Context: an optimization exercise on an open-source flow, tuned for small area. The choices shown serve that exercise and are no tape-out recipe.
At most, simulation tests tie the RTL to the original design; equivalence was not proved.
No functional check of the RTL was part of run 1.
Power figures rest on the tool's default switching activity, not on a simulated workload.

File: flow/config.mk
export PLATFORM = sky130hd
export DESIGN_NAME = Ball_thrower
export DESIGN_NICKNAME = Ball_thrower
export VERILOG_FILES = /design/flow/design.v
export SDC_FILE = /design/flow/constraint.sdc
export NUM_CORES = 4
export LEC_CHECK = 0
export CAP_MARGIN = 20
export CORE_MARGIN = 2
export CORE_UTILIZATION = 40
export SLEW_MARGIN = 20
export SYNTH_MEMORY_MAX_BITS = 8192
File: flow/constraint.sdc
create_clock -name core_clock -period 20.0 [get_ports {CLOCK_50}]
set_input_delay 4.0000 -clock core_clock [delete_from_list [all_inputs] [get_ports {CLOCK_50}]]
set_output_delay 4.0000 -clock core_clock [all_outputs]
set_load 0.01 [all_outputs]
File: flow/design.v
module Look_Up(Vel, cs, cm, q);
input [2:0] Vel;
input cs;
input [3:0] cm;
output [6:0] q;
  wire new_n16, new_n17, new_n18, new_n19, new_n20, new_n21, new_n22,
    new_n23, new_n24, new_n25, new_n26, new_n27, new_n28, new_n29, new_n30,
    new_n31, new_n32, new_n33, new_n34, new_n35, new_n36, new_n37, new_n38,
    new_n39, new_n40, new_n41, new_n42, new_n43, new_n44, new_n45, new_n46,
    new_n47, new_n48, new_n49, new_n50, new_n51, new_n52, new_n53, new_n54,
    new_n55, new_n56, new_n57, new_n59, new_n60, new_n61, new_n62, new_n63,
    new_n64, new_n65, new_n66, new_n67, new_n68, new_n69, new_n70, new_n71,
    new_n72, new_n73, new_n74, new_n75, new_n76, new_n77, new_n78, new_n79,
    new_n80, new_n81, new_n82, new_n83, new_n84, new_n85, new_n86, new_n87,
    new_n88, new_n89, new_n90, new_n91, new_n92, new_n93, new_n94, new_n95,
    new_n96, new_n97, new_n98, new_n99, new_n100, new_n101, new_n102,
    new_n103, new_n105, new_n106, new_n107, new_n108, new_n109, new_n110,
    new_n111, new_n112, new_n113, new_n114, new_n115, new_n116, new_n117,
    new_n118, new_n119, new_n120, new_n121, new_n122, new_n123, new_n124,
    new_n125, new_n126, new_n127, new_n128, new_n129, new_n130, new_n131,
    new_n132, new_n133, new_n134, new_n135, new_n136, new_n137, new_n138,
    new_n139, new_n140, new_n141, new_n142, new_n143, new_n144, new_n145,
    new_n146, new_n147, new_n148, new_n149, new_n150, new_n151, new_n153,
    new_n154, new_n155, new_n156, new_n157, new_n158, new_n159, new_n160,
    new_n161, new_n162, new_n163, new_n164, new_n165, new_n166, new_n167,
    new_n168, new_n169, new_n170, new_n171, new_n172, new_n173, new_n174,
    new_n175, new_n176, new_n177, new_n178, new_n179, new_n180, new_n181,
    new_n182, new_n183, new_n184, new_n185, new_n186, new_n187, new_n188,
    new_n190, new_n191, new_n192, new_n193, new_n194, new_n195, new_n196,
    new_n197, new_n198, new_n199, new_n200, new_n201, new_n202, new_n203,
    new_n204, new_n205, new_n206, new_n207, new_n208, new_n209, new_n210,
    new_n211, new_n212, new_n213, new_n214, new_n215, new_n216, new_n218,
    new_n219, new_n220, new_n221, new_n222, new_n223, new_n224, new_n225,
    new_n226, new_n227, new_n228;
  assign new_n16 = ~cm[0] & Vel[0];
  assign new_n17 = ~Vel[2] & new_n16;
  assign new_n18 = ~Vel[0] & Vel[1];
  assign new_n19 = ~Vel[1] & ~Vel[2];
  assign new_n20 = cm[0] & cs;
  assign new_n21 = new_n19 & new_n20;
  assign new_n22 = ~new_n18 & ~new_n21;
  assign new_n23 = ~cm[1] & ~new_n22;
  assign new_n24 = ~new_n17 & ~new_n23;
  assign new_n25 = ~cm[3] & ~new_n24;
  assign new_n26 = cm[1] & new_n16;
  assign new_n27 = ~new_n25 & ~new_n26;
  assign new_n28 = ~cm[2] & ~new_n27;
  assign new_n29 = cm[0] & ~Vel[1];
  assign new_n30 = ~cm[2] & new_n29;
  assign new_n31 = cm[0] & ~Vel[0];
  assign new_n32 = cm[2] & ~new_n19;
  assign new_n33 = ~new_n31 & new_n32;
  assign new_n34 = ~new_n30 & ~new_n33;
  assign new_n35 = cm[1] & ~new_n34;
  assign new_n36 = cm[0] & ~cm[3];
  assign new_n37 = Vel[0] & Vel[2];
  assign new_n38 = ~Vel[0] & ~Vel[2];
  assign new_n39 = ~new_n37 & ~new_n38;
  assign new_n40 = new_n36 & ~new_n39;
  assign new_n41 = ~cm[1] & ~new_n17;
  assign new_n42 = ~new_n40 & new_n41;
  assign new_n43 = ~new_n35 & ~new_n42;
  assign new_n44 = ~cm[0] & cm[3];
  assign new_n45 = ~new_n19 & new_n44;
  assign new_n46 = Vel[0] & ~Vel[1];
  assign new_n47 = ~cm[0] & ~new_n46;
  assign new_n48 = cm[2] & ~new_n29;
  assign new_n49 = ~new_n47 & new_n48;
  assign new_n50 = ~new_n45 & ~new_n49;
  assign new_n51 = ~new_n43 & new_n50;
  assign new_n52 = ~cs & ~new_n51;
  assign new_n53 = ~cm[0] & ~Vel[0];
  assign new_n54 = ~cm[2] & ~cm[3];
  assign new_n55 = cs & new_n53;
  assign new_n56 = ~new_n54 & new_n55;
  assign new_n57 = ~new_n28 & ~new_n56;
  assign q[0] = new_n52 | ~new_n57;
  assign new_n59 = cm[3] & Vel[1];
  assign new_n60 = cs & Vel[1];
  assign new_n61 = cm[1] & new_n60;
  assign new_n62 = ~cs & Vel[1];
  assign new_n63 = cs & ~Vel[1];
  assign new_n64 = cm[2] & ~new_n62;
  assign new_n65 = ~new_n63 & new_n64;
  assign new_n66 = ~new_n61 & new_n65;
  assign new_n67 = ~new_n59 & ~new_n66;
  assign new_n68 = ~Vel[0] & ~new_n67;
  assign new_n69 = ~cs & ~new_n46;
  assign new_n70 = ~new_n38 & new_n69;
  assign new_n71 = ~new_n46 & ~new_n70;
  assign new_n72 = cm[3] & ~new_n71;
  assign new_n73 = cm[1] & ~new_n63;
  assign new_n74 = ~cm[2] & ~new_n73;
  assign new_n75 = Vel[0] & ~new_n65;
  assign new_n76 = ~new_n74 & new_n75;
  assign new_n77 = ~new_n72 & ~new_n76;
  assign new_n78 = ~new_n68 & new_n77;
  assign new_n79 = ~cm[0] & ~new_n78;
  assign new_n80 = ~cm[1] & Vel[2];
  assign new_n81 = ~cm[2] & new_n80;
  assign new_n82 = ~cs & new_n37;
  assign new_n83 = ~cm[2] & new_n18;
  assign new_n84 = cm[2] & cs;
  assign new_n85 = ~cm[1] & ~new_n84;
  assign new_n86 = ~new_n69 & new_n85;
  assign new_n87 = ~new_n82 & ~new_n83;
  assign new_n88 = ~new_n86 & new_n87;
  assign new_n89 = cm[0] & ~new_n88;
  assign new_n90 = ~new_n81 & ~new_n89;
  assign new_n91 = ~cm[3] & ~new_n90;
  assign new_n92 = cm[1] & ~Vel[0];
  assign new_n93 = cm[2] & ~cs;
  assign new_n94 = ~Vel[1] & new_n93;
  assign new_n95 = ~new_n92 & ~new_n94;
  assign new_n96 = cm[0] & ~new_n95;
  assign new_n97 = cm[1] & new_n93;
  assign new_n98 = ~new_n96 & ~new_n97;
  assign new_n99 = ~Vel[2] & ~new_n98;
  assign new_n100 = ~new_n63 & ~new_n93;
  assign new_n101 = new_n92 & ~new_n100;
  assign new_n102 = ~new_n99 & ~new_n101;
  assign new_n103 = ~new_n91 & new_n102;
  assign q[1] = new_n79 | ~new_n103;
  assign new_n105 = ~Vel[0] & new_n84;
  assign new_n106 = ~cm[2] & cs;
  assign new_n107 = Vel[0] & new_n62;
  assign new_n108 = ~new_n106 & ~new_n107;
  assign new_n109 = ~cm[3] & ~new_n108;
  assign new_n110 = ~new_n105 & ~new_n109;
  assign new_n111 = cm[0] & ~new_n110;
  assign new_n112 = cs & Vel[2];
  assign new_n113 = ~Vel[0] & ~new_n112;
  assign new_n114 = ~cm[0] & Vel[2];
  assign new_n115 = ~cs & ~new_n114;
  assign new_n116 = new_n113 & ~new_n115;
  assign new_n117 = ~Vel[1] & ~new_n37;
  assign new_n118 = ~cm[0] & cs;
  assign new_n119 = ~new_n117 & new_n118;
  assign new_n120 = ~new_n116 & ~new_n119;
  assign new_n121 = cm[2] & ~new_n120;
  assign new_n122 = ~new_n111 & ~new_n121;
  assign new_n123 = ~cm[1] & ~new_n122;
  assign new_n124 = cm[2] & Vel[0];
  assign new_n125 = ~new_n44 & ~new_n124;
  assign new_n126 = ~cs & new_n19;
  assign new_n127 = ~new_n125 & new_n126;
  assign new_n128 = new_n45 & ~new_n113;
  assign new_n129 = Vel[2] & new_n54;
  assign new_n130 = cm[1] & new_n46;
  assign new_n131 = cm[2] & ~Vel[0];
  assign new_n132 = new_n60 & new_n131;
  assign new_n133 = ~new_n129 & ~new_n130;
  assign new_n134 = ~new_n132 & new_n133;
  assign new_n135 = cm[0] & ~new_n134;
  assign new_n136 = ~cm[2] & new_n19;
  assign new_n137 = new_n114 & new_n131;
  assign new_n138 = ~new_n136 & ~new_n137;
  assign new_n139 = cs & ~new_n138;
  assign new_n140 = ~new_n20 & new_n83;
  assign new_n141 = cm[2] & ~Vel[2];
  assign new_n142 = ~new_n62 & ~new_n141;
  assign new_n143 = ~cm[0] & ~new_n142;
  assign new_n144 = ~new_n93 & ~new_n143;
  assign new_n145 = Vel[0] & ~new_n144;
  assign new_n146 = ~new_n139 & ~new_n140;
  assign new_n147 = ~new_n145 & new_n146;
  assign new_n148 = cm[1] & ~new_n147;
  assign new_n149 = ~new_n127 & ~new_n128;
  assign new_n150 = ~new_n135 & new_n149;
  assign new_n151 = ~new_n148 & new_n150;
  assign q[2] = new_n123 | ~new_n151;
  assign new_n153 = new_n33 & new_n105;
  assign new_n154 = ~new_n18 & ~new_n46;
  assign new_n155 = cm[2] & ~new_n154;
  assign new_n156 = ~cm[2] & Vel[0];
  assign new_n157 = new_n36 & new_n156;
  assign new_n158 = ~new_n155 & ~new_n157;
  assign new_n159 = cs & ~new_n158;
  assign new_n160 = new_n53 & new_n54;
  assign new_n161 = ~new_n159 & ~new_n160;
  assign new_n162 = ~cm[1] & ~new_n161;
  assign new_n163 = ~cm[0] & ~cs;
  assign new_n164 = Vel[1] & ~new_n163;
  assign new_n165 = ~Vel[2] & new_n106;
  assign new_n166 = ~new_n164 & ~new_n165;
  assign new_n167 = Vel[0] & ~new_n166;
  assign new_n168 = new_n20 & ~new_n156;
  assign new_n169 = ~cm[2] & new_n16;
  assign new_n170 = ~new_n131 & ~new_n168;
  assign new_n171 = ~new_n169 & new_n170;
  assign new_n172 = Vel[2] & ~new_n171;
  assign new_n173 = ~new_n167 & ~new_n172;
  assign new_n174 = cm[1] & ~new_n173;
  assign new_n175 = ~new_n125 & new_n154;
  assign new_n176 = cm[1] & new_n37;
  assign new_n177 = ~cm[3] & ~Vel[0];
  assign new_n178 = Vel[1] & new_n177;
  assign new_n179 = ~new_n176 & ~new_n178;
  assign new_n180 = ~cm[2] & ~new_n179;
  assign new_n181 = cm[0] & new_n80;
  assign new_n182 = ~new_n19 & ~new_n181;
  assign new_n183 = new_n177 & ~new_n182;
  assign new_n184 = ~new_n175 & ~new_n180;
  assign new_n185 = ~new_n183 & new_n184;
  assign new_n186 = ~cs & ~new_n185;
  assign new_n187 = ~new_n153 & ~new_n162;
  assign new_n188 = ~new_n174 & ~new_n186;
  assign q[3] = ~new_n187 | ~new_n188;
  assign new_n190 = ~Vel[0] & Vel[2];
  assign new_n191 = cm[1] & new_n190;
  assign new_n192 = Vel[0] & Vel[1];
  assign new_n193 = new_n39 & ~new_n192;
  assign new_n194 = ~cm[0] & ~new_n177;
  assign new_n195 = new_n193 & new_n194;
  assign new_n196 = ~new_n191 & ~new_n195;
  assign new_n197 = ~cs & ~new_n196;
  assign new_n198 = ~cs & ~new_n193;
  assign new_n199 = cm[1] & ~new_n16;
  assign new_n200 = ~cm[1] & new_n192;
  assign new_n201 = ~Vel[2] & ~new_n200;
  assign new_n202 = ~new_n199 & ~new_n201;
  assign new_n203 = cs & ~new_n202;
  assign new_n204 = cm[2] & ~new_n198;
  assign new_n205 = ~new_n203 & new_n204;
  assign new_n206 = ~cm[3] & new_n60;
  assign new_n207 = ~new_n191 & ~new_n206;
  assign new_n208 = cm[0] & ~new_n207;
  assign new_n209 = ~cm[0] & ~cm[1];
  assign new_n210 = cs & ~new_n209;
  assign new_n211 = ~cm[3] & ~new_n154;
  assign new_n212 = ~new_n210 & new_n211;
  assign new_n213 = ~new_n61 & ~new_n208;
  assign new_n214 = ~new_n212 & new_n213;
  assign new_n215 = ~cm[2] & ~new_n214;
  assign new_n216 = ~new_n197 & ~new_n205;
  assign q[4] = new_n215 | ~new_n216;
  assign new_n218 = Vel[2] & ~new_n92;
  assign new_n219 = cm[0] & ~new_n218;
  assign new_n220 = ~cm[2] & ~new_n201;
  assign new_n221 = ~new_n219 & new_n220;
  assign new_n222 = ~new_n70 & ~new_n221;
  assign new_n223 = ~cm[3] & ~new_n222;
  assign new_n224 = ~new_n59 & ~new_n190;
  assign new_n225 = ~cm[0] & ~new_n224;
  assign new_n226 = cm[2] & Vel[1];
  assign new_n227 = ~new_n225 & ~new_n226;
  assign new_n228 = ~cs & ~new_n227;
  assign q[5] = new_n223 | new_n228;
  assign q[6] = new_n82 & ~new_n125;
endmodule
module Ball_thrower(
  input         CLOCK_50,
  input  [3:0] KEY,          
  input  [17:0] SW,           
  output        VGA_CLK,      
  output        VGA_HS,       
  output        VGA_VS,       
  output        VGA_BLANK_N,  
  output        VGA_SYNC_N,   
  output [7:0]  VGA_R,        
  output [7:0]  VGA_G,        
  output [7:0]  VGA_B         
  );
function [11:0] add;
	input [10:0] a;
	input [10:0] b;
	input cin;
	integer k;
	reg c;
	begin
		c = cin;
		for (k = 0; k < 11; k = k + 1) begin
			add[k] = a[k] ^ b[k] ^ c;
			c = (a[k] & b[k]) | (a[k] & c) | (b[k] & c);
		end
		add[11] = c;
	end
endfunction
function [10:0] inc;
	input [10:0] a;
	integer k;
	reg c;
	begin
		c = 1'b1;
		for (k = 0; k < 11; k = k + 1) begin
			inc[k] = a[k] ^ c;
			c = a[k] & c;
		end
	end
endfunction
function ge;
	input [10:0] a;
	input [10:0] b;
	integer k;
	reg r;
	begin
		r = 1'b1;
		for (k = 0; k < 11; k = k + 1)
			r = (a[k] & ~b[k]) | (~(a[k] ^ b[k]) & r);
		ge = r;
	end
endfunction
wire clk = CLOCK_50;
wire rst = SW[17];
wire go = SW[0];
assign VGA_SYNC_N = 1'b0;
reg [10:0] count;
reg half;
reg vga_en;
reg vga_clk_q;
assign VGA_CLK = vga_clk_q;
wire last = &count[10:6] & count[4];    
wire update = last & ~half;
always @(posedge clk)
begin
	if (rst) begin
		count <= 11'd0;
		half <= 1'b0;
	end else if (last) begin
		count <= 11'd0;
		half <= ~half;
	end else
		count <= inc(count);
end
always @(posedge clk)
begin
	if (rst) begin
		vga_en <= 1'b0;
		vga_clk_q <= 1'b0;
	end else begin
		vga_en <= ~vga_en;
		vga_clk_q <= vga_en;
	end
end
reg [9:0] xCount, yCount;
wire xmax = xCount[9] & xCount[8] & xCount[4] & xCount[3] & xCount[0];   
wire ymax = yCount[9] & yCount[3] & yCount[2] & yCount[0];               
wire x0 = ~|xCount;
wire [10:0] xinc = inc({1'b0, xCount});
wire [10:0] yinc = inc({1'b0, yCount});
always @(posedge clk)
begin
	if (rst)
		xCount <= 10'd0;
	else if (vga_en)
		xCount <= xmax ? 10'd0 : xinc[9:0];
end
always @(posedge clk)
begin
	if (rst)
		yCount <= 10'd0;
	else if (vga_en && xmax)
		yCount <= ymax ? 10'd0 : yinc[9:0];
end
wire [10:0] X = {1'b0, xCount};
wire [10:0] Y = {1'b0, yCount};
wire ScreenArea = ~x0 && ~ge(X, 11'd641) && ~ge(Y, 11'd480);
wire p_hSync = ge(X, 11'd656) && ~ge(X, 11'd748);
wire p_vSync = (yCount == 10'd491) || (x0 ? (yCount == 10'd492) : (yCount == 10'd490));
wire ground = (ge(Y, 11'd451) && ~ge(Y, 11'd481)) || (x0 ? (yCount == 10'd481) : (yCount == 10'd450));
wire target = ge(Y, 11'd450) && ~ge(Y, 11'd481) && ge(X, 11'd422) && ~ge(X, 11'd541);
wire whitering = ge(Y, 11'd458) && ~ge(Y, 11'd474) && ge(X, 11'd427) && ~ge(X, 11'd536);
wire center = ge(Y, 11'd462) && ~ge(Y, 11'd468) && ge(X, 11'd437) && ~ge(X, 11'd526);
assign VGA_HS = ~p_hSync;
assign VGA_VS = ~p_vSync;
assign VGA_BLANK_N = ScreenArea;
reg [3:0] S;
reg [3:0] NS;
reg [2:0] Vel;
reg [4:0] Ang;
localparam ANGLEUP = 4'd0,
	ANGLEDOWN = 4'd1,
	POWERUP = 4'd2,
	POWERDOWN = 4'd3,
	STAY = 4'd4,
	DELAY1A = 4'd5,
	DELAY2A = 4'd6,
	DELAY3A = 4'd7,
	DELAY1P = 4'd8,
	DELAY2P = 4'd9,
	DELAY3P = 4'd10,
	DELAY4P = 4'd11,
	DELAY5P = 4'd12,
	DELAY6P = 4'd13;
always @(*)
	case (S)
		ANGLEUP: NS = DELAY1A;
		ANGLEDOWN: NS = DELAY1A;
		POWERUP: NS = DELAY1P;
		POWERDOWN: NS = DELAY1P;
		DELAY1A: NS = DELAY2A;
		DELAY2A: NS = DELAY3A;
		DELAY3A: NS = STAY;
		DELAY1P: NS = DELAY2P;
		DELAY2P: NS = DELAY3P;
		DELAY3P: NS = DELAY4P;
		DELAY4P: NS = DELAY5P;
		DELAY5P: NS = DELAY6P;
		DELAY6P: NS = STAY;
		STAY:
			if (KEY[0] == 1'b0 && ~Ang[4])
				NS = ANGLEUP;
			else if (KEY[1] == 1'b0 && |Ang)
				NS = ANGLEDOWN;
			else if (KEY[2] == 1'b0 && ~(Vel[2] & Vel[0]))
				NS = POWERUP;
			else if (KEY[3] == 1'b0 && |Vel)
				NS = POWERDOWN;
			else
				NS = STAY;
		default: NS = STAY;
	endcase
wire [10:0] ang_up = inc({6'd0, Ang});
wire [11:0] ang_dn = add({6'd0, Ang}, 11'h7ff, 1'b0);
wire [10:0] vel_up = inc({8'd0, Vel});
wire [11:0] vel_dn = add({8'd0, Vel}, 11'h7ff, 1'b0);
always @(posedge clk)
begin
	if (rst) begin
		S <= STAY;
		Vel <= 3'd0;
		Ang <= 5'd0;
	end else if (update) begin
		S <= NS;
		case (S)
			ANGLEUP: Ang <= ang_up[4:0];
			ANGLEDOWN: Ang <= ang_dn[4:0];
			POWERUP: Vel <= vel_up[2:0];
			POWERDOWN: Vel <= vel_dn[2:0];
			default: ;
		endcase
	end
end
wire [11:0] v21 = add(11'd21, {8'hff, ~Vel}, 1'b1);                   
wire [11:0] apx = add({6'd0, Ang}, {4'd0, v21[4:0], 2'b01}, 1'b0);    
wire [11:0] apy0 = add({5'd0, Ang, 1'b0}, {6'd0, Vel, 2'b00}, 1'b0);
wire [11:0] apy = add(apy0[10:0], {8'd0, Vel}, 1'b0);                 
wire [11:0] apy1 = add(apy[10:0], 11'd43, 1'b0);
wire [11:0] adx = add({4'd0, xCount[6:0]}, {4'd0, apx[6:0]}, 1'b0);
wire [11:0] ady = add({3'd0, yCount[7:0]}, {3'd0, apy1[6:0], 1'b0}, 1'b0);
wire arrow_hit = ~|xCount[9:7] & adx[7] & ~|adx[6:2] &
	~yCount[9] & yCount[8] & ady[8] & ~|ady[7:2];
reg arrow;
always @(posedge clk)
begin
	if (rst)
		arrow <= 1'b0;
	else if (vga_en)
		arrow <= arrow_hit;
end
wire ys = ~Ang[3] & ~Ang[4];
wire [3:0] cm;
assign cm[0] = (Ang[0] & ~Ang[3]) | (Ang[0] & ~Ang[2]) | Ang[4] | (Ang[0] & ~Ang[1]) | (~Ang[0] & Ang[1] & Ang[2] & Ang[3]);
assign cm[1] = (Ang[0] & ~Ang[1] & ~Ang[3]) | (~Ang[0] & Ang[1] & ~Ang[3]) | Ang[4] | (Ang[0] & Ang[1] & Ang[3]) | (Ang[1] & ~Ang[2] & Ang[3]);
assign cm[2] = (Ang[0] & ~Ang[2] & ~Ang[3]) | (Ang[1] & ~Ang[2] & ~Ang[3]) | (~Ang[0] & ~Ang[1] & Ang[2]) | Ang[4] | (Ang[0] & Ang[2] & Ang[3]);
assign cm[3] = (~Ang[0] & ~Ang[1] & ~Ang[2] & ~Ang[3] & ~Ang[4]) | (~Ang[0] & Ang[1] & Ang[2] & Ang[3]);
wire [6:0] qt;
Look_Up dataneeded(Vel, ys ^ half, cm, qt);
wire [6:0] q = {qt[6:1], qt[0] & ~(half & ~|Vel & (&Ang[3:0]))};
localparam START = 3'd0,
	Check_loop = 3'd1,
	adjust_value = 3'd2,
	move_ball = 3'd3,
	done = 3'd4;
reg [2:0] BS;
reg [9:0] ballX;
reg [8:0] ballY;
reg [9:0] i;         
reg [9:0] holdx;
reg [8:0] holdy;
wire [10:0] i_inc = inc({1'b0, i});
always @(posedge clk)
begin
	if (rst) begin
		BS <= START;
		i <= 10'd0;
	end else if (update)
		case (BS)
			START: if (go) BS <= Check_loop;
			Check_loop: BS <= ge({2'd0, ballY}, 11'd445) ? done : adjust_value;
			adjust_value: BS <= move_ball;
			move_ball: begin
				i <= i_inc[9:0];
				BS <= Check_loop;
			end
			done: ;
			default: BS <= START;
		endcase
end
always @(posedge clk)
begin
	if (BS == START || (update && BS == move_ball)) begin
		ballX <= holdx;
		ballY <= holdy;
	end
end
wire [11:0] hx_next = add({1'b0, holdx}, {4'd0, q}, 1'b0);
wire [8:0] yop = half ? {count[5:0], 3'b100} : {2'b11, ~q};
wire [11:0] hy_next = add({2'd0, holdy}, {2'd0, yop}, ~half);
wire step = (BS == adjust_value) && ~ge(count, {1'b0, i});
always @(posedge clk)
begin
	if (rst || BS[2:1] == 2'b00) begin
		holdx <= 10'd24;
		holdy <= 9'd435;
	end else if (step) begin
		if (half)
			holdx <= hx_next[9:0];
		holdy <= hy_next[8:0];
	end
end
wire [11:0] bdx = add(X, {1'b0, ~ballX}, 1'b0);
wire [11:0] bdy = add(Y, {1'b1, ~ballY}, 1'b0);
wire ball_hit = bdx[10] & ~|bdx[9:2] & bdy[10] & ~|bdy[9:2];
reg ball;
always @(posedge clk)
begin
	if (rst)
		ball <= 1'b0;
	else if (vga_en)
		ball <= ball_hit;
end
wire R = ((target && ~ball) || (arrow) || (center && ~ball));
wire G = (ground && ~target && ~ball)||(whitering && ~center && ~ball)||(ScreenArea && ~ground && ~ball && ~arrow);
wire B = (ball)||(whitering && ~center) || (ScreenArea && ~ground && ~ball && ~arrow);
reg r, g, b;
always @(posedge clk)
begin
	if (rst) begin
		r <= 1'b0;
		g <= 1'b0;
		b <= 1'b0;
	end else if (vga_en) begin
		r <= R;
		g <= G;
		b <= B;
	end
end
assign VGA_R = {8{r}};
assign VGA_G = {8{g}};
assign VGA_B = {8{b}};
endmodule
File: flow/flow/run.sh
#!/bin/bash
set -euo pipefail
W=$(pwd)
F=$W/flow

# synth.tcl from ORFS with two changes: the abc call uses flow/area.abc, and
# extract_fa is skipped
sed -e 's|^\( *\)log_cmd abc {\*}\$abc_args$|\1log_cmd abc {*}[lreplace $abc_args 1 1 '"$F"'/area.abc]|' \
    -e 's|^\( *\)extract_fa {\*}\[dont_use_extract_fa_args\]$|\1# extract_fa skipped|' \
    "$FLOW_HOME/scripts/synth.tcl" > "$W/synth_area.tcl"
grep -q "area.abc" "$W/synth_area.tcl"
grep -q "# extract_fa skipped" "$W/synth_area.tcl"

# The standard flow's synthesis script, sourcing the changed synth.tcl
sed -e "s|\$::env(SCRIPTS_DIR)/synth.tcl|$W/synth_area.tcl|" "$W/synth_recipe.tcl" > "$W/synth_recipe_area.tcl"
grep -q "synth_area.tcl" "$W/synth_recipe_area.tcl"

# standard.sh with that synthesis script
sed -e "s|$W/synth_recipe.tcl|$W/synth_recipe_area.tcl|g" "$W/standard.sh" > "$W/standard_area.sh"
grep -q "synth_recipe_area.tcl" "$W/standard_area.sh"

bash "$W/standard_area.sh" finish > "$W/flow_make.log" 2>&1
File: flow/flow/area.abc
strash; dc2; resub -K 8; dc2; dch -f; amap -m -F 4 -A 8; topo; mfs2 -W 4 -M 5000; strash; dc2; dch -f; amap -m -F 4 -A 8; topo; mfs2; strash; dch -f; amap -m; topo
File: flow/standard.sh
#!/bin/bash
# synth_recipe.tcl (not shown) runs the flow's synth.tcl, then flattens the netlist and writes it again
# the make line also repeats each setting of config.mk as NAME=value (left out here)
make -C /OpenROAD-flow-scripts/flow DESIGN_CONFIG=/design/flow/config.mk WORK_HOME=/design/flow/orfs CLKGATE_MAP_FILE= SYNTH_SCRIPT=/design/flow/synth_recipe.tcl "${@:-finish}"
==> impl_metrics.toml, run 1 <==
[run_status]
outcome = "timing/DRC/antenna clean"

[timing]
slew_headroom = 0.235
rsz0062_at_grt = "false"
fmax_mhz = 143
worst_pin_slew_ns = 1.15
period_share = 0.351
drv_slew = 0
skew_ns = 0.0118
setup_viol = 0
min_period_ns = 7.01
hold_violations = 0
setup_tns_ns = 0

[cells_and_area]
drive_gt1_frac = 0.0218
final_cell_mix = "nor2_1 (214), clkinv_1 (103), nand2_1 (87), dfxtp_1 (83), o21ai_0 (74)"
nFillCells = 1641
final_cell_count_no_fill = 1179
layout_commonest_cell = "nor2_1"
nets = 981
synthToLayoutAreaGrowth_pct = 11.9
fin_util = 0.457
n_antenna_cell = 0

[floorplanning]
num_rows = 46
ios = 52
dieArea_um2 = 17300
start_util = 0.409
die_width_um = 131
core_um2 = 15900
dieHeight_um = 131

[synthesis]
yosysTopAreaCell = "dfxtp_1"
async_flop_share = 0
synth_cells = 933
avgSynthCellArea_um2 = 6.96
synthFlopType = "dfxtp_1"
netlist_area_um2 = 6490
synth_edf_count = 19
yosysTopAreaCellShare = 0.256
synth-seq-cells = 102
synth.area.top_cells = "dfxtp_1 (26%), nor2_1 (12%), edfxtp_1 (8.8%), clkinv_1 (6.0%), o21ai_0 (5.8%)"
synth_fp_nets = 956
yosysUniqueCellTypes = 50
yosysSeqAreaShare = 0.344
yosys_warnings = 1

[clock_network]
cts_hold_buf = 0
clk_pin_slew_ns = 0.07
cts_max_level = 3
clk_path_buf_depth = 2
cts_inserted_buffers = 9
ctsRootBufferMaster = "clkbuf_16"
clkLatencyLatePin_ns = 0.35
cts_resized = 0
cts_tree = "yes"
post_cts_buffers = 0
cts.sinks = 102

[worst_setup_path]
path_max_fanout = 9
crit_type = "register to register"
worstPathRequired_ns = 20.24
start_kind = "register"
crit_start = "Ang[0]"
cp_slowest_stage_delay_ns = 0.61
r2r_slack_ns = 12.99
worstReg2RegStart = "Ang[0]"
timing.rr.end = "holdy[8]"
r2r_cells = 30
endpoint = "holdy[8]"
worstPathArrival_ns = 7.25
crit_slowest_cell = "nor2_1"
cp-end-kind = "register"

[drt]
final_antenna_net_count = 0
viasPerCell = 5.59
drt_iter0_drc = 444
drcViolationCount = 0
num_vias = 6596
wl_per_cell_um = 14.7
wirelength_um = 17400
firstDrtPassIters = 5

[pwr]
pwr-share-comb = 0.040
power_density_nw_per_um2 = 55.8
p_switching_w = 0.0000890
leakagePower_nw = 2.40
p_int_w = 0.000316
seq_power_share = 0.520
swShare = 0.220
vdd_ir_drop_max_v = 0.0000389
pwr-share-clk = 0.439

[global_routing]
grt_pass1_wl_um = 28300
grt-ovfl-total = 0
track_usage = 0.200
grt_max_degree = 27
first_global_vias = 5731
antenna_found_initial = 0

[placement]
dp_cells = 1163
hpwl_um = 13100
io_buffers = 34
globalplace.congestion = 0.938

[hold_path]
hp-class = "register to register"

[flow_run]
cap_violations = 0
-- metal layers --
layer  vias to the layer above  GRT usage  share of wire
li1                       3431          -              -
met4                         0     0.0707          0.022
met3                        27     0.0309          0.060
met2                       217      0.322           0.45
met1                      2921      0.273           0.47
met5                         -          0              0
-- registers in the layout (all words and copies together) (netlist names) --
| signal | flops |
|---|---|
| vga_clk_q | 1 |
| BS | 3 |
| arrow | 1 |
| b | 1 |
| holdx | 10 |
| count | 11 |
| xCount | 10 |
| ballX | 10 |
| holdy | 9 |
| Ang | 5 |
| vga_en | 1 |
| i | 10 |
| g | 1 |
| r | 1 |
| ball | 1 |
| half | 1 |
| ballY | 9 |
| Vel | 3 |
| S | 4 |
| yCount | 10 |
-- area by class of cell --
| type | count | area (µm²) | share of cell area |
|---|---|---|---|
| multi-input cells | 703 | 3690 | 0.508 |
| flip-flops and latches | 102 | 2230 | 0.307 |
| inverters | 103 | 387 | 0.0532 |
| repair buffers | 39 | 378 | 0.0520 |
| clock buffers | 13 | 282 | 0.0388 |
| well taps | 216 | 270 | 0.0372 |
| clock inverters | 3 | 22.5 | 0.00310 |
-- power groups by stage --
stage / combinational [W] / sequential (W) / clock, W
final: 0.0000164 / 0.000211 / 0.000178
after global routing: 0.0000178 / 0.000211 / 0.000191
after CTS: 0.0000164 / 0.000211 / 0.000183
after detailed placement: 0.0000164 / 0.000215 / 0
after global placement: 0.0000163 / 0.000215 / 0
after floorplan: 0.0000100 / 0.000215 / 0
-- logic make-up (layout without fill, tap and decap cells) --
family / count (synthesis) / after routing / synth area share
AO/OA/AOI/OAI: 311 / 311 / 0.313
XOR/XNOR: 1 / 1 / 0.00135
buffers and inverters: 128 / 158 / 0.0885
flip-flops: 102 / 102 / 0.344
other: 1 / 1 / 0.000578
AND/OR/NAND/NOR: 390 / 390 / 0.252
-- worst max-delay path, delay by kind of cell (launching register included) --
kind                   cells  cell delay (ns)
and+or+nand+nor           16             3.68
AOI/OAI and AO/OA         10             1.78
buffers and inverters      4             1.01
DFF                        1             0.43
-- cell usage after synthesis (6+ instances only) --
library cell / count
nor2_1: 214
clkinv_1: 103
nand2_1: 87
dfxtp_1: 83
o21ai_0: 75
a21oi_1: 63
nor3_1: 38
a211oi_1: 36
buf_4: 25
o22ai_1: 25
edfxtp_1: 19
o221ai_1: 17
o21a_1: 15
a31oi_1: 14
nor2b_1: 14
a221oi_1: 11
nand3_1: 10
a22oi_1: 8
a32oi_1: 6
-- how the worst min path moves through the flow --
stage	from	endpoint	slack (ns)	cells past startpoint
after floorplan	count[0]	count[0]	0.40	1
after global placement	count[0]	count[0]	0.41	1
after detailed placement	count[0]	count[0]	0.41	1
after CTS	count[0]	count[0]	0.42	1
after global routing	count[0]	count[0]	0.44	1
final	count[0]	count[0]	0.42	1
-- per-stage QoR --
step	instance area [µm²]	power, W	setup WS, ns	hold WS (ns)
6_report	7260	0.000405	12.99	0.420
5_1_grt	7260	0.000419	12.42	0.445
2_1_floorplan	6490	0.000225	14.18	0.401
4_1_cts	7260	0.000410	13.26	0.423
3_5_place_dp	6960	0.000232	12.97	0.413
3_3_place_gp	6960	0.000232	13.00	0.408
==> inputs of run 2 (changes only) <==
--- a/flow/design.v
+++ b/flow/design.v
@@ -431,15 +431,14 @@
 		endcase
 	end
 end
-wire [11:0] v21 = add(11'd21, {8'hff, ~Vel}, 1'b1);                   
-wire [11:0] apx = add({6'd0, Ang}, {4'd0, v21[4:0], 2'b01}, 1'b0);    
-wire [11:0] apy0 = add({5'd0, Ang, 1'b0}, {6'd0, Vel, 2'b00}, 1'b0);
-wire [11:0] apy = add(apy0[10:0], {8'd0, Vel}, 1'b0);                 
-wire [11:0] apy1 = add(apy[10:0], 11'd43, 1'b0);
-wire [11:0] adx = add({4'd0, xCount[6:0]}, {4'd0, apx[6:0]}, 1'b0);
-wire [11:0] ady = add({3'd0, yCount[7:0]}, {3'd0, apy1[6:0], 1'b0}, 1'b0);
-wire arrow_hit = ~|xCount[9:7] & adx[7] & ~|adx[6:2] &
-	~yCount[9] & yCount[8] & ady[8] & ~|ady[7:2];
+wire [11:0] nax0 = add({6'd0, Ang}, 11'd981, 1'b0);
+wire [11:0] nax = add(nax0[10:0], {6'h3f, ~Vel, 2'b11}, 1'b1);
+wire [11:0] nay0 = add({4'd0, Ang, 2'b00}, {5'd0, Vel, 3'b000}, 1'b0);
+wire [11:0] nay1 = add(nay0[10:0], {7'd0, Vel, 1'b0}, 1'b0);
+wire [11:0] nay = add(nay1[10:0], 11'd598, 1'b0);
+wire [11:0] adx = add(X, {1'b0, nax[9:0]}, 1'b0);
+wire [11:0] ady = add(Y, {1'b0, nay[9:0]}, 1'b0);
+wire arrow_hit = adx[10] & ~|adx[9:2] & ady[10] & ~|ady[9:2];
 reg arrow;
 always @(posedge clk)
 begin
==> flow/run.sh (new file) <==
#!/bin/bash
# synth_recipe.tcl (not shown) runs the flow's synth.tcl, then flattens the netlist and writes it again
# the make line also repeats each setting of config.mk as NAME=value (left out here)
make -C /OpenROAD-flow-scripts/flow DESIGN_CONFIG=/design/flow/config.mk WORK_HOME=/design/flow/orfs CLKGATE_MAP_FILE= SYNTH_SCRIPT=/design/flow/synth_recipe.tcl finish
removed: flow/flow/run.sh
removed: flow/flow/area.abc
removed: flow/standard.sh
==> run 2 against run 1 <==
  * Via count shrank 6.6%
  * Sequential share of layout area shrank 4.8 points
  * Synthesized cell count fell by 4.9%
  * Final cell count decreased by 3.3%
  * Hold slack better by 0.045 ns
  * Core utilization is 1.7 points lower
  * Die area rose by 23%
  * First-iteration DRC count up 5.4%
  * Count of clock-buffer cells in the layout is 3 lower
==> impl_metrics.toml, run 2 <==
[clock_network]
cts_inserted_buffers = 9
post_cts_buffers = 0
cts_resized = 0
cts_tree = "yes"
clkLatencyLatePin_ns = 0.36
cts_hold_buf = 0
ctsRootBufferMaster = "clkbuf_16"
clk_pin_slew_ns = 0.07
cts.sinks = 102
cts_max_level = 3
clk_path_buf_depth = 2

[timing]
worst_pin_slew_ns = 1.02
drv_slew = 0
setup_viol = 0
setup_tns_ns = 0
period_share = 0.338
rsz0062_at_grt = "false"
hold_violations = 0
min_period_ns = 6.75
skew_ns = 0.0137
slew_headroom = 0.317
fmax_mhz = 148
layout_setup_ws_ns = 13.25

[cells_and_area]
nets = 1030
final_cell_mix = "inv_1 (90), ha_1 (89), dfxtp_1 (83), nor2_1 (80), nand2_1 (55)"
fin_area_um2 = 8610
synthToLayoutAreaGrowth_pct = 7.44
layout_commonest_cell = "inv_1"
final_cell_count_no_fill = 1140
nFillCells = 1973
drive_gt1_frac = 0.0514
n_antenna_cell = 0
largest_register_ffs = 11
largest_register = "count"

[synthesis]
synth-compound-area-share = 0.160
synth_top_family_by_area = "adder cells"
synth-seq-cells = 102
yosys_warnings = 1
async_flop_share = 0
synth_cells = 887
synthFlopType = "dfxtp_1"
yosysTopAreaCellShare = 0.207
netlist_area_um2 = 8020
yosysMostFrequentCell = "inv_1"
synthMuxAreaShare = 0.0251
yosys.area_share.adder = 0.259
yosysUniqueCellTypes = 79
synth.area.top_cells = "dfxtp_1 (21%), ha_1 (14%), fa_1 (12%), edfxtp_1 (7.1%), inv_1 (4.2%)"
synth_edf_count = 19
avgSynthCellArea_um2 = 9.04
synth-xor-area-share = 0.0208
synth_simple_gate_area_frac = 0.166
synth_fp_nets = 1047
yosys-top-cells-count = "inv_1 (90), ha_1 (89), dfxtp_1 (83), nor2_1 (80), nand2_1 (55)"
yosysSeqAreaShare = 0.278
yosysTopAreaCell = "dfxtp_1"

[worst_setup_path]
crit_type = "register to output port"
worstPathRequired_ns = 16.00
worstReg2RegStart = "Ang[4]"
crit_slowest_cell = "clkdlybuf4s50_1"
timing.rr.end = "holdy[8]"
worstPathArrival_ns = 2.75
crit_start = "xCount[0]"
path_max_fanout = 4
cp-end-kind = "output port"
start_kind = "register"
worstPathCellList = "inv_1, ha_1, nor3b_1, nand4_1, or3_1, a21oi_1, o21ai_0, clkdlybuf4s50_1"
r2r_slack_ns = 13.73
cp_slowest_stage_delay_ns = 0.50
r2r_cells = 20
endpoint = "VGA_VS"

[placement]
placed_cell_area_um2 = 8330
globalplace.congestion = 0.883
io_buffers = 34
dp_cells = 1124
hpwl_um = 13500
post-place-ws_ns = 13.63

[drt]
drcViolationCount = 0
num_vias = 6158
final_antenna_net_count = 0
wl_per_cell_um = 15.8
firstDrtPassIters = 5
wirelength_um = 18000
viasPerCell = 5.40
drt_iter0_drc = 468

[flow_run]
cap_violations = 0

[pwr]
leakagePower_nw = 3.49
vdd_ir_drop_max_v = 0.0000368
finalPower_w = 0.000412
power_density_nw_per_um2 = 47.9

[global_routing]
first_global_vias = 5860
antenna_found_initial = 0
grt-ovfl-total = 0
grt_max_degree = 40
track_usage = 0.172
grt_pass1_wl_um = 29900

[floorplanning]
start_util = 0.409
num_rows = 51
dieArea_um2 = 21200
ios = 52
die_width_um = 146
dieHeight_um = 146
core_um2 = 19600

[hold_path]
hp-class = "register to register"

[run_status]
outcome = "timing/DRC/antenna clean"
-- run 2: cell count changes after synthesis, moves of 32 or more --
cell and delta:
inv_1 +90, fa_1 +48, ha_1 +89, nand2_1 -32
o21ai_0 -47, nor2_1 -134, clkinv_1 -102
-- run 2: through the flow --
step,utilization,hold WS (ns)
CTS,0.439,0.459
global route,0.440,0.480
floorplan,-,0.417
detailed placement,0.425,0.443
global placement,0.425,0.437
finish,0.440,0.465
-- run 2: critical path: cells and delay by family, from the launching register on --
| family | cells | cell delay [ns] |
|---|---|---|
| flops | 1 | 0.36 |
| fa+ha+maj | 1 | 0.18 |
| compound gates | 2 | 0.27 |
| buf+inv | 2 | 0.64 |
| simple gates | 3 | 0.94 |
-- run 2: worst min-delay path by stage --
| stage | start | end | slack, ns | depth (start not counted) |
|---|---|---|---|---|
| floorplan | holdx[9] | ballX[9] | 0.42 | 0 |
| global placement | holdx[9] | ballX[9] | 0.44 | 0 |
| detailed placement | holdy[8] | ballY[8] | 0.44 | 0 |
| CTS | holdx[9] | ballX[9] | 0.46 | 0 |
| global route | holdy[2] | ballY[2] | 0.48 | 0 |
| finish | holdx[2] | ballX[2] | 0.46 | 0 |
-- run 2: cells by family (layout without fill, tap and decap cells) --
logic type,count (synthesis),after routing
multiplexers,18,18
AND/OR/NAND/NOR,266,266
other,1,1
adder cells (fa/ha/maj),137,137
flip-flops,102,102
XOR/XNOR,19,19
buffers and inverters,158,146
AO/OA/AOI/OAI,186,186
-- run 2: final cells by class --
cell class	count	area, µm²	share of cell area
Inverter	93	349	0.0405
Multi-Input combinational cell	627	5060	0.588
Clock buffer	10	229	0.0266
Timing Repair Buffer	37	363	0.0421
Tap cell	265	332	0.0385
Sequential cell	102	2230	0.259
Clock inverter	6	45.0	0.00523
-- run 2: power breakdown --
group	switching, W	internal (W)	total, W
logic	0.0000137	0.0000129	0.0000266
registers	0.00000437	0.000213	0.000217
clock network	0.0000828	0.0000857	0.000169
-- run 2: metal layers --
metal | vias to the layer above | wire, µm | global-route usage
li1 | 3055 | - | -
met1 | 2892 | 8320 | 0.230
met2 | 183 | 8360 | 0.285
met3 | 28 | 892 | 0.0307
met4 | 0 | 412 | 0.0539
met5 | - | 0 | 0
==> inputs of run 3 (changes only) <==
--- a/flow/design.v
+++ b/flow/design.v
@@ -306,8 +306,8 @@
 assign VGA_SYNC_N = 1'b0;
 reg [10:0] count;
 reg half;
-reg vga_en;
 reg vga_clk_q;
+wire vga_en = count[0] ^ half;
 assign VGA_CLK = vga_clk_q;
 wire last = &count[10:6] & count[4];    
 wire update = last & ~half;
@@ -324,13 +324,10 @@
 end
 always @(posedge clk)
 begin
-	if (rst) begin
-		vga_en <= 1'b0;
+	if (rst)
 		vga_clk_q <= 1'b0;
-	end else begin
-		vga_en <= ~vga_en;
+	else
 		vga_clk_q <= vga_en;
-	end
 end
 reg [9:0] xCount, yCount;
 wire xmax = xCount[9] & xCount[8] & xCount[4] & xCount[3] & xCount[0];   
@@ -368,48 +365,22 @@
 reg [3:0] NS;
 reg [2:0] Vel;
 reg [4:0] Ang;
-localparam ANGLEUP = 4'd0,
-	ANGLEDOWN = 4'd1,
-	POWERUP = 4'd2,
-	POWERDOWN = 4'd3,
-	STAY = 4'd4,
-	DELAY1A = 4'd5,
-	DELAY2A = 4'd6,
-	DELAY3A = 4'd7,
-	DELAY1P = 4'd8,
-	DELAY2P = 4'd9,
-	DELAY3P = 4'd10,
-	DELAY4P = 4'd11,
-	DELAY5P = 4'd12,
-	DELAY6P = 4'd13;
+wire [11:0] S_dec = add({7'd0, S}, 11'h7ff, 1'b0);
 always @(*)
-	case (S)
-		ANGLEUP: NS = DELAY1A;
-		ANGLEDOWN: NS = DELAY1A;
-		POWERUP: NS = DELAY1P;
-		POWERDOWN: NS = DELAY1P;
-		DELAY1A: NS = DELAY2A;
-		DELAY2A: NS = DELAY3A;
-		DELAY3A: NS = STAY;
-		DELAY1P: NS = DELAY2P;
-		DELAY2P: NS = DELAY3P;
-		DELAY3P: NS = DELAY4P;
-		DELAY4P: NS = DELAY5P;
-		DELAY5P: NS = DELAY6P;
-		DELAY6P: NS = STAY;
-		STAY:
-			if (KEY[0] == 1'b0 && ~Ang[4])
-				NS = ANGLEUP;
-			else if (KEY[1] == 1'b0 && |Ang)
-				NS = ANGLEDOWN;
-			else if (KEY[2] == 1'b0 && ~(Vel[2] & Vel[0]))
-				NS = POWERUP;
-			else if (KEY[3] == 1'b0 && |Vel)
-				NS = POWERDOWN;
-			else
-				NS = STAY;
-		default: NS = STAY;
-	endcase
+	if (S[3])
+		NS = S[1] ? 4'd6 : 4'd3;
+	else if (S != 4'd0)
+		NS = S_dec[3:0];
+	else if (KEY[0] == 1'b0 && ~Ang[4])
+		NS = 4'b1000;
+	else if (KEY[1] == 1'b0 && |Ang)
+		NS = 4'b1001;
+	else if (KEY[2] == 1'b0 && ~(Vel[2] & Vel[0]))
+		NS = 4'b1010;
+	else if (KEY[3] == 1'b0 && |Vel)
+		NS = 4'b1011;
+	else
+		NS = 4'd0;
 wire [10:0] ang_up = inc({6'd0, Ang});
 wire [11:0] ang_dn = add({6'd0, Ang}, 11'h7ff, 1'b0);
 wire [10:0] vel_up = inc({8'd0, Vel});
@@ -417,28 +388,29 @@
 always @(posedge clk)
 begin
 	if (rst) begin
-		S <= STAY;
+		S <= 4'd0;
 		Vel <= 3'd0;
 		Ang <= 5'd0;
 	end else if (update) begin
 		S <= NS;
 		case (S)
-			ANGLEUP: Ang <= ang_up[4:0];
-			ANGLEDOWN: Ang <= ang_dn[4:0];
-			POWERUP: Vel <= vel_up[2:0];
-			POWERDOWN: Vel <= vel_dn[2:0];
+			4'b1000: Ang <= ang_up[4:0];
+			4'b1001: Ang <= ang_dn[4:0];
+			4'b1010: Vel <= vel_up[2:0];
+			4'b1011: Vel <= vel_dn[2:0];
 			default: ;
 		endcase
 	end
 end
-wire [11:0] nax0 = add({6'd0, Ang}, 11'd981, 1'b0);
-wire [11:0] nax = add(nax0[10:0], {6'h3f, ~Vel, 2'b11}, 1'b1);
-wire [11:0] nay0 = add({4'd0, Ang, 2'b00}, {5'd0, Vel, 3'b000}, 1'b0);
-wire [11:0] nay1 = add(nay0[10:0], {7'd0, Vel, 1'b0}, 1'b0);
-wire [11:0] nay = add(nay1[10:0], 11'd598, 1'b0);
-wire [11:0] adx = add(X, {1'b0, nax[9:0]}, 1'b0);
-wire [11:0] ady = add(Y, {1'b0, nay[9:0]}, 1'b0);
-wire arrow_hit = adx[10] & ~|adx[9:2] & ady[10] & ~|ady[9:2];
+wire [11:0] v21 = add(11'd21, {8'hff, ~Vel}, 1'b1);                   
+wire [11:0] apx = add({6'd0, Ang}, {4'd0, v21[4:0], 2'b01}, 1'b0);    
+wire [11:0] apy0 = add({5'd0, Ang, 1'b0}, {6'd0, Vel, 2'b00}, 1'b0);
+wire [11:0] apy = add(apy0[10:0], {8'd0, Vel}, 1'b0);                 
+wire [11:0] apy1 = add(apy[10:0], 11'd43, 1'b0);
+wire [11:0] adx = add({4'd0, xCount[6:0]}, {4'd0, apx[6:0]}, 1'b0);
+wire [11:0] ady = add({3'd0, yCount[7:0]}, {3'd0, apy1[6:0], 1'b0}, 1'b0);
+wire arrow_hit = ~|xCount[9:7] & adx[7] & ~|adx[6:2] &
+	~yCount[9] & yCount[8] & ady[8] & ~|ady[7:2];
 reg arrow;
 always @(posedge clk)
 begin
==> flow/flow/run.sh (new file) <==
#!/bin/bash
# Layout flow: the standard flow (standard.sh), with these changes:
# * the port buffers (every input and output port still gets one) and the
#   buffers synthesis puts on outputs driven by the same net are buf_1;
# * the clock tree is built from clkbuf_8 without dummy loads.
set -euo pipefail
W=$(pwd)
F=$W/flow

# synth.tcl from ORFS with two changes: the abc call uses flow/area.abc, and
# extract_fa is skipped
sed -e 's|^\( *\)log_cmd abc {\*}\$abc_args$|\1log_cmd abc {*}[lreplace $abc_args 1 1 '"$F"'/area.abc]|' \
    -e 's|^\( *\)extract_fa {\*}\[dont_use_extract_fa_args\]$|\1# extract_fa skipped|' \
    "$FLOW_HOME/scripts/synth.tcl" > "$W/synth_area.tcl"
grep -q "area.abc" "$W/synth_area.tcl"
grep -q "# extract_fa skipped" "$W/synth_area.tcl"

# The standard flow's synthesis script, sourcing the changed synth.tcl
sed -e "s|\$::env(SCRIPTS_DIR)/synth.tcl|$W/synth_area.tcl|" "$W/synth_recipe.tcl" > "$W/synth_recipe_area.tcl"
grep -q "synth_area.tcl" "$W/synth_recipe_area.tcl"

# standard.sh with that synthesis script
sed -e "s|$W/synth_recipe.tcl|$W/synth_recipe_area.tcl|g" "$W/standard.sh" > "$W/standard_area.sh"
grep -q "synth_recipe_area.tcl" "$W/standard_area.sh"

bash "$W/standard_area.sh" \
    "BUFFER_PORTS_ARGS=-buffer_cell sky130_fd_sc_hd__buf_1" \
    "MIN_BUF_CELL_AND_PORTS=sky130_fd_sc_hd__buf_1 A X" \
    "CTS_ARGS=-sink_clustering_enable -repair_clock_nets -buf_list sky130_fd_sc_hd__clkbuf_8 -dont_use_dummy_load" \
    finish > "$W/flow_make.log" 2>&1
==> flow/flow/area.abc (new file) <==
strash; dc2; resub -K 8; dc2; dch -f; amap -m -F 4 -A 8; topo; mfs2 -W 4 -M 5000; strash; dc2; dch -f; amap -m -F 4 -A 8; topo; mfs2; strash; dch -f; amap -m; topo
==> flow/standard.sh (new file) <==
#!/bin/bash
# synth_recipe.tcl (not shown) runs the flow's synth.tcl, then flattens the netlist and writes it again
# the make line also repeats each setting of config.mk as NAME=value (left out here)
make -C /OpenROAD-flow-scripts/flow DESIGN_CONFIG=/design/flow/config.mk WORK_HOME=/design/flow/orfs CLKGATE_MAP_FILE= SYNTH_SCRIPT=/design/flow/synth_recipe.tcl "${@:-finish}"
removed: flow/run.sh
==> run 3 against run 2 <==
  * Still clean on timing, DRC and antenna
  * Combinational power decreased by 41%
  * Sequential power down 4%
  * Via count rose by 4.7%
  * Critical path type unchanged
  * Critical endpoint unchanged
==> impl_metrics.toml, run 3 <==
[synthesis]
async_flop_share = 0
synth-compound-area-share = 0.310
yosysUniqueCellTypes = 47
synth-xor-area-share = 0
avgSynthCellArea_um2 = 6.76
synthMuxAreaShare = 0
yosys-top-cells-count = "nor2_1 (220), clkinv_1 (103), nand2_1 (89), dfxtp_1 (82), o21ai_0 (82)"
yosys.area_share.adder = 0
synthFlopType = "dfxtp_1"
yosysTopAreaCell = "dfxtp_1"
yosysSeqAreaShare = 0.353
netlist_area_um2 = 6270
synth_edf_count = 19
yosysMostFrequentCell = "nor2_1"
synth_fp_nets = 951
synth.area.top_cells = "dfxtp_1 (26%), nor2_1 (13%), edfxtp_1 (9.1%), o21ai_0 (6.5%), clkinv_1 (6.2%)"
synth-seq-cells = 101
synth_top_family_by_area = "compound AO/OA/AOI/OAI gates"
synth_simple_gate_area_frac = 0.261
synth_cells = 928
yosysTopAreaCellShare = 0.262
yosys_warnings = 1

[placement]
globalplace.congestion = 0.920
io_buffers = 34
post-place-ws_ns = 14.03
placed_cell_area_um2 = 6640
hpwl_um = 12900

[floorplanning]
dieHeight_um = 129
start_util = 0.411
num_rows = 45
core_um2 = 15300
ios = 52
die_width_um = 129
dieArea_um2 = 16700

[timing]
rsz0062_at_grt = "false"
period_share = 0.319
layout_setup_ws_ns = 13.61
skew_ns = 0.0234
setup_tns_ns = 0
hold_violations = 0
fmax_mhz = 157
drv_slew = 0
slew_headroom = 0.244
setup_viol = 0
worst_pin_slew_ns = 1.12
min_period_ns = 6.39

[run_status]
outcome = "timing/DRC/antenna clean"

[global_routing]
grt_util_met2 = 0.344
grt.busiest_layer = "met2"
grtUsageMet1 = 0.278
antenna_found_initial = 0
grt-ovfl-total = 0
first_global_vias = 5775
grt_pass1_wl_um = 28300
track_usage = 0.212
grt_max_degree = 31
grt_use_met3 = 0.0491

[cells_and_area]
nets = 980
largest_register_ffs = 11
drive_gt1_frac = 0.0199
fin_util = 0.444
layout_commonest_cell = "nor2_1"
final_cell_mix = "nor2_1 (220), clkinv_1 (103), nand2_1 (89), dfxtp_1 (82), o21ai_0 (81)"
nFillCells = 1601
synthToLayoutAreaGrowth_pct = 7.86
largest_register = "count"
n_antenna_cell = 0
fin_area_um2 = 6770

[drt]
final_antenna_net_count = 0
num_vias = 6450
firstDrtPassIters = 6
wirelength_um = 17000
wl_per_cell_um = 14.6
drt_iter0_drc = 561
viasPerCell = 5.53
drcViolationCount = 0

[pwr]
vdd_ir_drop_max_v = 0.0000272
power_density_nw_per_um2 = 48.5
leakagePower_nw = 2.24

[clock_network]
clkLatencyLatePin_ns = 0.38
ctsRootBufferMaster = "clkbuf_8"
cts_tree = "yes"
cts_inserted_buffers = 9
clk_path_buf_depth = 2
cts_resized = 0
cts_hold_buf = 0
clk_pin_slew_ns = 0.09
cts.sinks = 101
cts_max_level = 3
post_cts_buffers = 0

[worst_setup_path]
path_max_fanout = 6
cp-end-kind = "output port"
crit_type = "register to output port"
worstPathRequired_ns = 16.00
start_kind = "register"
worstPathArrival_ns = 2.39

[flow_run]
cap_violations = 0

[hold_path]
hp-class = "register to register"
-- run 3: cell count changes after synthesis, sizes merged, moves of 20 or more --
cell	delta
inv	-92
a21oi	+21
ha	-89
fa	-48
nand2	+32
nor2	+138
a211oi	+20
clkbuf	-29
clkinv	+102
o21ai	+51
-- run 3: where the power goes --
part / total (W) / internal, W / switching (W) / leakage, nW
logic: 0.0000156 / 0.00000463 / 0.0000109 / 1.31
clock network: 0.000104 / 0.0000405 / 0.0000633 / 0.0647
registers: 0.000209 / 0.000208 / 0.00000160 / 0.862
total: 0.000329 / 0.000253 / 0.0000758 / 2.24
-- run 3: per-layer routing --
layer  part of all wire  vias up
met2               0.44      210
met3              0.062       36
met1               0.47     2825
met4              0.031        0
met5                  0        -
li1                   -     3379
-- run 3: worst paths after layout --
check	start	cells after the start	slack, ns	endpoint
hold reg to reg	holdy[7]	0	0.47	ballY[7]
setup / recovery	xCount[1]	9	13.61	VGA_VS
setup reg to reg	Ang[3]	29	14.10	holdy[8]
hold / removal	holdy[7]	0	0.47	ballY[7]
-- run 3: per-stage QoR --
step                      power, W  hold slack [ns]  instances
after floorplan           0.000225            0.416        928
after global placement    0.000229            0.420       1157
after detailed placement  0.000230            0.423       1157
after CTS                 0.000335            0.473       1166
after global routing      0.000344            0.484       1166
final                     0.000329            0.468       1166
-- run 3: worst max-delay path: stages, from the launching register on --
cell and delay (ns):
dfxtp_1 0.37, nor2_1 0.24, clkinv_1 0.14, nor4_1 0.39, nand4_1 0.24, nor3_1 0.21
a31oi_1 0.08, nand2_1 0.09, o2111ai_1 0.11, buf_1 0.15
-- run 3: cell type report --
type,instances,area [µm²],area share
Clock buffer,9,124,0.0183
Inverter,103,387,0.0571
Multi-Input combinational cell,699,3590,0.530
Sequential cell,101,2210,0.327
Tap cell,211,264,0.0390
Timing Repair Buffer,43,195,0.0288
-- run 3: cell families after synthesis --
kind of cell / count (synthesis)
AND/OR/NAND/NOR: 394
buffers and inverters: 128
AO/OA/AOI/OAI: 304
flip-flops: 101
other: 1
==> inputs of run 4 (changes only) <==
--- a/flow/design.v
+++ b/flow/design.v
@@ -402,14 +402,13 @@
 		endcase
 	end
 end
-wire [11:0] v21 = add(11'd21, {8'hff, ~Vel}, 1'b1);                   
-wire [11:0] apx = add({6'd0, Ang}, {4'd0, v21[4:0], 2'b01}, 1'b0);    
+wire [11:0] asx = add({4'd0, xCount[6:0]}, {6'd0, Ang}, 1'b1);
+wire [11:0] v11 = add({8'd0, Vel}, 11'd11, 1'b0);
 wire [11:0] apy0 = add({5'd0, Ang, 1'b0}, {6'd0, Vel, 2'b00}, 1'b0);
 wire [11:0] apy = add(apy0[10:0], {8'd0, Vel}, 1'b0);                 
 wire [11:0] apy1 = add(apy[10:0], 11'd43, 1'b0);
-wire [11:0] adx = add({4'd0, xCount[6:0]}, {4'd0, apx[6:0]}, 1'b0);
 wire [11:0] ady = add({3'd0, yCount[7:0]}, {3'd0, apy1[6:0], 1'b0}, 1'b0);
-wire arrow_hit = ~|xCount[9:7] & adx[7] & ~|adx[6:2] &
+wire arrow_hit = ~|xCount[9:7] & (asx[7:2] == v11[5:0]) &
 	~yCount[9] & yCount[8] & ady[8] & ~|ady[7:2];
 reg arrow;
 always @(posedge clk)
==> flow/flow/area.abc (replaced) <==
strash; &get -n; &deepsyn -T 60; &put; dc2; dch -f; amap -m -F 4 -A 8; topo; mfs2 -W 4 -M 5000; strash; dc2; dch -f; amap -m -F 4 -A 8; topo; mfs2; strash; dch -f; amap -m; topo
--- a/flow/config.mk
+++ b/flow/config.mk
@@ -8,5 +8,6 @@
 export CAP_MARGIN = 20
 export CORE_MARGIN = 2
 export CORE_UTILIZATION = 40
+export GPL_TIMING_DRIVEN = 0
 export SLEW_MARGIN = 20
 export SYNTH_MEMORY_MAX_BITS = 8192
==> run 4 against run 3 <==
  * Sequential share of layout area is 0.77 points higher
  * Critical path type is now register to register
  * Sequential cell count is the same
  * Final area decreased by 2.3%
  * First-iteration DRC count rose by 7.3%
  * Hold slack worse by 0.018 ns
  * Total power grew 3.5%
  * Count of clock-buffer cells in the layout unchanged
  * Sequential power rose by 2%
  * Still clean on timing, DRC and antenna
  * Clock power barely moved
  * Maximum frequency shrank 22%
  * Largest cell class unchanged
==> impl_metrics.toml, run 4 <==
[run_status]
outcome = "timing/DRC/antenna clean"

[timing]
rsz0062_at_grt = "false"
setup_viol = 0
min_period_ns = 8.20
slew_headroom = 0.219
drv_slew = 0
hold_violations = 0
fmax_mhz = 122
worst_pin_slew_ns = 1.14
setup_tns_ns = 0
skew_ns = 0.0276
period_share = 0.410

[drt]
wl_per_cell_um = 15.6
drcViolationCount = 0
met2_length_um = 7620
viasPerCell = 5.59
final_antenna_net_count = 0
topRoutingLayerUsed = "met4"
wirelength_um = 17500
wl_met3_um = 1190
drt_iter0_drc = 602
m1WireLength_um = 7980
num_vias = 6261
firstDrtPassIters = 7

[worst_setup_path]
start_kind = "register"
worstPathArrival_ns = 8.46
path_max_fanout = 13
crit_type = "register to register"
cp_slowest_stage_delay_ns = 0.81
r2r_cells = 35
worstReg2RegStart = "Ang[3]"
cp-end-kind = "register"
crit_start = "Ang[3]"
worstPathRequired_ns = 20.27
critPathMostFrequentCell = "nor2_1"
crit_slowest_cell = "a2111oi_1"

[global_routing]
antenna_found_initial = 0
track_usage = 0.220
first_global_vias = 5728
grt_pass1_wl_um = 28800
grt-ovfl-total = 0
grt_max_degree = 36

[synthesis]
avgSynthCellArea_um2 = 6.86
yosysSeqAreaShare = 0.363
netlist_area_um2 = 6100
synth_fp_nets = 912
synthFlopType = "dfxtp_1"
synth-seq-cells = 101
yosysTopAreaCell = "dfxtp_1"
synth.area.top_cells = "dfxtp_1 (27%), nor2_1 (13%), edfxtp_1 (9.4%), clkinv_1 (6.7%), o21ai_0 (5.5%)"
synth_cells = 889
yosysMostFrequentCell = "nor2_1"
async_flop_share = 0
yosys-top-cells-count = "nor2_1 (204), clkinv_1 (109), dfxtp_1 (82), nand2_1 (67), o21ai_0 (67)"
yosysUniqueCellTypes = 49
yosysTopAreaCellShare = 0.269
synth_edf_count = 19
yosys_warnings = 1

[clock_network]
clk_pin_slew_ns = 0.10
cts_max_level = 3
clk_path_buf_depth = 2
cts_resized = 0
cts_inserted_buffers = 9
cts.sinks = 101
cts_tree = "yes"
ctsRootBufferMaster = "clkbuf_8"
clkLatencyLatePin_ns = 0.37
post_cts_buffers = 0
cts_hold_buf = 0

[placement]
io_buffers = 34
hpwl_um = 13300
globalplace.congestion = 0.981

[cells_and_area]
n_antenna_cell = 0
layout_commonest_cell = "nor2_1"
drive_gt1_frac = 0.0129
nets = 958
largest_register_ffs = 11
synthToLayoutAreaGrowth_pct = 8.43
fin_util = 0.440
final_cell_mix = "nor2_1 (204), clkinv_1 (109), dfxtp_1 (82), nand2_1 (67), o21ai_0 (67)"
largest_register = "count"

[floorplanning]
die_width_um = 127
start_util = 0.406
dieArea_um2 = 16200
dieHeight_um = 127
ios = 52
num_rows = 45
core_um2 = 15000

[hold_path]
hp-start = "holdy[4]"
hp-class = "register to register"
hold_path_depth = 0

[pwr]
vdd_ir_drop_max_v = 0.0000298
power_density_nw_per_um2 = 51.4
leakagePower_nw = 2.04

[flow_run]
cap_violations = 0
run 4: power breakdown:
group / internal (W) / total (W) / switching (W) / leakage [nW]
Combinational: 0.00000734 / 0.0000212 / 0.0000139 / 1.13
Clock: 0.0000406 / 0.000106 / 0.0000651 / 0.0647
Sequential: 0.000210 / 0.000213 / 0.00000288 / 0.848
run 4: final cells by class:
cell class	instances	area, µm²
inverter	109	409
multi-input combinational	654	3400
tap	188	235
clock buffer	9	124
sequential	101	2210
fill	1589	8420
timing repair buffer	35	140
buffer	25	93.8
run 4: metrics by stage:
stage | cell area (µm²) | power [W] | cells | setup WS [ns] | hold slack, ns
2_1_floorplan | 6100 | 0.000231 | 889 | 13.54 | 0.416
3_3_place_gp | 6460 | 0.000238 | 1111 | 11.62 | 0.422
3_5_place_dp | 6490 | 0.000239 | 1112 | 11.84 | 0.433
4_1_cts | 6610 | 0.000343 | 1121 | 11.83 | 0.452
5_1_grt | 6610 | 0.000354 | 1121 | 10.95 | 0.479
6_report | 6610 | 0.000340 | 1121 | 11.80 | 0.449
run 4: cells by family (layout without fill, tap and decap cells):
| group | Yosys count | after routing | synth area share |
|---|---|---|---|
| other | 1 | 1 | 0.000615 |
| AO/OA/AOI/OAI | 272 | 272 | 0.284 |
| buffers and inverters | 134 | 178 | 0.0825 |
| AND/OR/NAND/NOR | 379 | 379 | 0.267 |
| XOR/XNOR | 1 | 1 | 0.00144 |
| multiplexers | 1 | 1 | 0.00185 |
| flip-flops | 101 | 101 | 0.363 |
run 4: path summary, 6_finish.rpt:
kind | endpoint | slack, ns
worst max-delay path | holdy[8] | 11.80
worst min register to register | ballY[4] | 0.45
worst min-delay path | ballY[4] | 0.45
worst max register to register | holdy[8] | 11.80
run 4: critical path: cells and delay by family, from the launching register on:
kind            cells  cell delay [ns]
compound gates      8             2.02
buf+inv             4             1.20
flops               1             0.46
simple gates       23             4.43
run 4: layer usage:
layer	global-route usage	up-vias
met5	0	-
met4	0.0931	0
met3	0.0360	55
met2	0.354	249
met1	0.295	2713
li1	-	3244

[separate check: timing with driven ports]
How much do the figures lean on ideal ports? The routed layouts below were timed once more, with nothing changed but the port constraints. Step 1: set_driving_cell puts a clkbuf_16 on CLOCK_50 and a buf_2 on each other input, an assumption about the parent block. Step 2 adds t to the input delays and takes it off the output delays; t is the mean of the earliest and latest rising clock arrival at the registers after step 1. Input paths then give back, and output paths get back, about the clock's delay inside the block. Three values: ideal, step 1, step 2; two values: the first two.
run | t (ns) | setup WS [ns] | hold slack, ns | worst setup path after step 2 | worst slew at a driven data input, ns
run 1 | 0.390 | 12.985 / 12.985 / 12.921 | 0.420 / 0.420 / 0.420 | input to register | 0.03
run 2 | 0.391 | 13.248 / 13.208 / 13.599 | 0.465 / 0.465 / 0.465 | register to output | 0.03
run 3 | 0.401 | 13.614 / 13.576 / 13.977 | 0.468 / 0.468 / 0.468 | register to output | 0.03
run 4 | 0.392 | 11.804 / 11.804 / 11.804 | 0.449 / 0.449 / 0.449 | register to register | 0.03
After both steps every run listed still meets setup and hold. The setup slack of run 1, which loses most, moves by 0.000 ns with the drivers and by -0.064 ns with both steps.
